Background: an optimization exercise with open tools, aiming at small area. Do not read the settings as production practice. Only simulation tests tie the RTL to the original design; equivalence was not proved. Power figures rest on the tool's default switching activity, not on a simulated workload.

==> flow/design.v <==
module deb #(parameter INIT_L = 1'b1, parameter INIT_C = 7'h7f, parameter SEED = 7'b0001101) (
	input clk, rst, x,
	output press);
	reg l;
	reg [6:0] c;
	wire settled = &c[5:0];
	wire fb = ~(c[6] ^ c[5]) | settled;
	assign press = settled & ~c[6] & ~l;
	always @(posedge clk)
		if (rst) begin
			l <= INIT_L;
			c <= INIT_C;
		end else begin
			l <= x;
			if (x != l) c <= settled ? SEED : 7'h7f;
			else c <= {c[5:0], fb};
		end
endmodule
module VERILOGStart04(clk, rst, buttonWaitingIN, buttonLeftIN, buttonRightIN, buttonSelectionIN, led1, led5, en);
	output[3:0] led1, en;
	output[6:0] led5;
	input clk, rst, buttonWaitingIN, buttonLeftIN, buttonRightIN, buttonSelectionIN;
	localparam Waiting = 3'd0, Selection = 3'd2, Payment = 3'd3, Implementation = 3'd6, Unsuccessful = 3'd4;
	localparam BL = 4'd11, RS = 4'd10;
	reg [4:0] scan;
	reg [1:0] ind;
	wire scan_end = (scan == 5'b01001);
	wire [1:0] ind_n = {ind[1] ^ (scan_end & ind[0]), ind[0] ^ scan_end};
	always @(posedge clk)
		if (rst) begin
			scan <= 0;
			ind <= 0;
		end else begin
			scan <= scan_end ? 5'd0 : {scan[3:0], ~(scan[4] ^ scan[2])};
			ind <= ind_n;
		end
	wire pW, pL, pR, pS;
	deb #(.INIT_L(1'b0), .INIT_C(7'b0001101)) dW (.clk(clk), .rst(rst), .x(buttonWaitingIN), .press(pW));
	deb dL (.clk(clk), .rst(rst), .x(buttonLeftIN), .press(pL));
	deb dR (.clk(clk), .rst(rst), .x(buttonRightIN), .press(pR));
	deb dS (.clk(clk), .rst(rst), .x(buttonSelectionIN), .press(pS));
	reg [2:0] st;
	reg [1:0] sel;
	reg [3:0] tens, ones;        
	wire [3:0] m = {tens[2:0], ones[0]};
	reg [10:0] tm;               
	wire [10:0] tm_n = {tm[9:0], ~(tm[10] ^ tm[8])};
	localparam TM2000 = 11'b01110100111;
	wire tens0 = (tens == 4'd0);
	reg ok;
	always @(*)
		case (sel)                        
			2'd0: ok = m[3] | m[2] | m[1];                    
			2'd1: ok = m[3] | m[2];                           
			2'd2: ok = m[3] | (m[2] & m[1] & m[0]);           
			default: ok = m[3] & m[1];                        
		endcase
	wire tm_run = (st == Implementation) | (st == Unsuccessful);
	always @(posedge clk)
		if (~tm_run)
			tm <= 0;
		else if (tm == TM2000)
			tm <= {10'd0, st == Unsuccessful};
		else
			tm <= tm_n;
	wire sW = (st == Waiting), sSel = (st == Selection), sPay = (st == Payment);
	wire sImpl = (st == Implementation), sUns = (st == Unsuccessful);
	wire anyp = pW | pL | pR | pS;
	wire pay_sel = pS & ~pL & ~pR;                   
	wire pay_wait = pW & ~pL & ~pR & ~pS;            
	wire tm_end = (tm == TM2000);
	always @(posedge clk)
		if (rst)
			st <= Waiting;
		else if (sW & anyp)
			st <= Selection;
		else if ((sSel | sPay) & pay_wait)
			st <= Waiting;
		else if (sSel & pay_sel)
			st <= Payment;
		else if (sPay & pay_sel)
			st <= ok ? Implementation : Unsuccessful;
		else if (sImpl & (tens == 4'd10) & ones[0])
			st <= Waiting;
		else if (sUns & (ones == 4'd9) & tm_end)
			st <= Waiting;
	wire sel_step = sSel & (pL | pR);
	wire sel_carry = sSel & (pL ? ~sel[0] : pR & sel[0]);
	always @(posedge clk)
		sel <= sW ? 2'd0 : {sel[1] ^ sel_carry, sel[0] ^ sel_step};
	wire up = sPay ? (pR & ~pL & (m != 4'd10)) : (tm_run & tm_end);
	wire dn = sPay & pL & (m != 4'd0);
	wire carry = ones[0] & (sPay | ones[3]);        
	wire tinc = up & carry;                          
	wire tdec = dn & ~ones[0];                       
	always @(posedge clk)
		if (sW | (sPay & pay_sel)) begin
			tens <= 0;
			ones <= 0;
		end else begin
			if (up & carry)
				ones <= 4'd0;
			else if (up | dn)
				ones <= {ones[3] ^ (up & ones[2] & ones[1] & ones[0]), ones[2] ^ (up & ones[1] & ones[0]),
					ones[1] ^ (up & ones[0]), ~ones[0]};
			tens <= tens ^ {(tinc & tens[2] & tens[1] & tens[0]) | (tdec & ~tens[2] & ~tens[1] & ~tens[0]),
				(tinc & tens[1] & tens[0]) | (tdec & ~tens[1] & ~tens[0]),
				(tinc & tens[0]) | (tdec & ~tens[0]), tinc | tdec};
		end
	reg [10:0] blink;            
	reg [1:0] lv;                
	assign led1 = {lv == 2'd3, lv == 2'd3, lv[1], lv != 2'd0};
	always @(posedge clk)
		if (rst) begin
			blink <= 0;
			lv <= 0;
		end else
			case (st)
				Waiting:
					if (blink != 11'b01111100010)
						blink <= {blink[9:0], ~(blink[10] ^ blink[8])};
					else begin
						blink <= 0;
						lv <= (lv == 2'd3) ? 2'd0 : 2'd3;
					end
				Selection: lv <= 2'd2;
				Payment: lv <= 2'd1;
				default: lv <= 2'd0;
			endcase
	reg db3;                     
	reg [2:0] db2;               
	reg [3:0] d3, d2;
	reg d1;
	always @(posedge clk)
		if (rst) begin
			db3 <= 0; db2 <= 0;
			d3 <= 0; d2 <= 0; d1 <= 0;
		end else
			case (st)
				Payment: begin
					{db2, db3} <= m;
					d3 <= db3 ? 4'd5 : 4'd0;
					d2 <= {1'b0, db2};
				end
				Implementation: begin
					d3 <= ones;
					d2 <= tens;          
					d1 <= (tens == 4'd10);
				end
				default: ;
			endcase
	wire [3:0] d2c = ((d2 == 4'd0) & tens0) ? BL : d2;
	reg [3:0] f1, f2, f3, fn;
	always @(*) begin
		case (st)
			Selection: begin
				f1 = {2'b11, sel};
				f2 = {2'b11, sel};
				f3 = {2'b11, sel};
			end
			Payment: begin
				f1 = BL;
				f2 = d2c;
				f3 = d3;
			end
			Implementation: begin
				f1 = d1 ? 4'd1 : (tens == 4'd10) ? 4'd0 : BL;
				f2 = d2c;
				f3 = d3;
			end
			Unsuccessful: begin
				f1 = 4'd15;
				f2 = 4'd5;
				f3 = 4'd5;
			end
			default: begin
				f1 = BL;
				f2 = BL;
				f3 = BL;
			end
		endcase
		case (ind_n)
			2'd0: fn = BL;
			2'd1: fn = f1;
			2'd2: fn = f2;
			default: fn = f3;
		endcase
	end
	reg [3:0] bsel, z;
	always @(posedge clk)
		if (rst) begin
			bsel <= 4'd8;
			z <= RS;
		end else begin
			bsel <= fn;
			z <= bsel;
		end
	wire scan_start = (scan == 5'd0);
	wire [1:0] eind = {ind[1] ^ (scan_start & ~ind[0]), ind[0] ^ scan_start};
	wire rs = (z == RS) & (eind == 2'd3);
	assign en = {eind != 2'd0, eind != 2'd1, eind != 2'd2, (eind != 2'd3) | rs};
	reg [6:0] seg;
	always @(*)
		case (z)
			4'd0: seg = 7'b0000001;
			4'd1: seg = 7'b1001111;
			4'd2: seg = 7'b0010010;
			4'd3: seg = 7'b0000110;
			4'd4: seg = 7'b1001100;
			4'd5: seg = 7'b0100100;
			4'd6: seg = 7'b0100000;
			4'd7: seg = 7'b0001111;
			4'd8: seg = 7'b0000000;
			4'd9: seg = 7'b0000100;
			4'd10: seg = {6'b000000, ~eind[0]};      
			4'd11: seg = 7'b1111111;
			default:
				case ({eind, z[1:0]})
					4'b1000: seg = 7'b0100100;
					4'b1001: seg = 7'b0000001;
					4'b1010: seg = 7'b0001000;
					4'b1011: seg = 7'b0001000;
					4'b1100: seg = 7'b0011000;
					4'b1101: seg = 7'b0111000;
					4'b1110: seg = 7'b0011000;
					4'b1111: seg = 7'b1110000;
					4'b0100, 4'b0000: seg = 7'b0110000;
					4'b0111, 4'b0011: seg = 7'b1110001;
					default: seg = 7'b0110001;
				endcase
		endcase
	assign led5 = seg;
endmodule
clock: 20.0 ns
lec_check: 0
abc_area: 1
cap_margin: 20
core_margin: 2
core_utilization: 40
cts_buf_list: sky130_fd_sc_hd__clkbuf_8
slew_margin: 20
standard.sh (not shown) runs the stock make flow with config.mk's settings and CLKGATE_MAP_FILE= SYNTH_SCRIPT=/design/flow/synth_recipe.tcl, a recipe that flattens the netlist after the stock synthesis.
==> flow/flow/run.sh <==
#!/bin/bash
# Standard ORFS layout with three changes:
#  - synthesis maps the logic with an area-oriented ABC script (flow/abc.script) in place of
#    ORFS's abc_area.script; the rest of synthesis (synth_recipe.tcl) is unchanged, so the
#    registers are the standard synthesis's;
#  - the port buffers use the smallest buffer cell;
#  - clock tree synthesis uses clkbuf_8 and adds no dummy loads.
set -euo pipefail
here=$(pwd)
rm -rf "$here/scripts_abc"
cp -r "$FLOW_HOME/scripts" "$here/scripts_abc"
cp "$here/flow/abc.script" "$here/scripts_abc/abc_area.script"
bash standard.sh SCRIPTS_DIR="$here/scripts_abc" synth > "$here/synth.log" 2>&1
export BUFFER_PORTS_ARGS="-buffer_cell sky130_fd_sc_hd__buf_1"
export CTS_ARGS="-sink_clustering_enable -repair_clock_nets -buf_list sky130_fd_sc_hd__clkbuf_16 -dont_use_dummy_load"
bash standard.sh finish > "$here/layout.log" 2>&1
==> flow/flow/abc.script <==
strash
&get -n
&deepsyn -I 20 -J 10
&dch -f
&nf -R 1000 -E 100
&put
topo
The first run completed with no timing, DRC or antenna violations.
Next try:
--- a/flow/flow/run.sh
+++ b/flow/flow/run.sh
@@ -14,3 +14,3 @@
 export BUFFER_PORTS_ARGS="-buffer_cell sky130_fd_sc_hd__buf_1"
-export CTS_ARGS="-sink_clustering_enable -repair_clock_nets -buf_list sky130_fd_sc_hd__clkbuf_16 -dont_use_dummy_load"
+export CTS_ARGS="-sink_clustering_enable -repair_clock_nets -buf_list sky130_fd_sc_hd__clkbuf_8 -dont_use_dummy_load"
 bash standard.sh finish > "$here/layout.log" 2>&1
==> flow/flow/abc.script (replaced) <==
strash
&get -n
&deepsyn -I 40 -J 20
&dch -f
&nf -R 1000 -E 100 -p -F 10 -A 10 -C 32
&put
topo
Result: Sequential power is about the same; cell count is lower slightly; routed wire length went down by a few percent; setup slack gets worse by 560 ps; count of clock-buffer cells in the layout does not change.
Next try:
==> flow/flow/abc.script (replaced) <==
strash
&get -n
&deepsyn -I 80 -J 40
&dch -f
&nf -R 1000 -E 100 -p -F 10 -A 10 -C 32
&put
topo
The new run passed the timing, DRC and antenna checks.
Fmax came out higher by a few percent.
Utilization came out lower by 0.23 points.
Power came out lower by a few percent.
Combinational power came out lower by a little under a tenth.
Routed wire length came out higher slightly.
Worst setup slack improved by 250 ps.
Cell count came out lower slightly.
Final area came out lower slightly.
Synthesized cell count came out lower by a few percent.
Clock skew came out lower by 4.8 ps.
First-iteration DRC count came out higher by well over a third.

==> port drivers added, routing unchanged <==
No port has a modelled driver above. Below, the same layouts with a new extraction and two added sets of constraints.
Step 1: set_driving_cell puts a clkbuf_16 on clk and a buf_2 on each other input, an assumption about the parent block.
Step 2 moves the port delays by t, midway between the first and last clock arrival at a register: inputs arrive t later, outputs are due t later. That takes back most of the time a late clock gives input paths.
Three values: no drivers, after step 1, after step 2; two values: the first two.
| run | t, ns | setup WS [ns] | worst setup path at the end | worst register clock-pin slew, ns | cell pins on the clock port's net |
|---|---|---|---|---|---|
| the first run | 0.361 | 13.700 / 13.666 / 14.027 | register to output | 0.06 / 0.06 | 1 |
| the second run | 0.378 | 13.142 / 13.110 / 13.487 | register to output | 0.10 / 0.10 | 1 |
| the third run | 0.376 | 13.395 / 13.362 / 13.738 | register to output | 0.10 / 0.10 | 1 |
After both steps setup and hold are still met in every run listed.
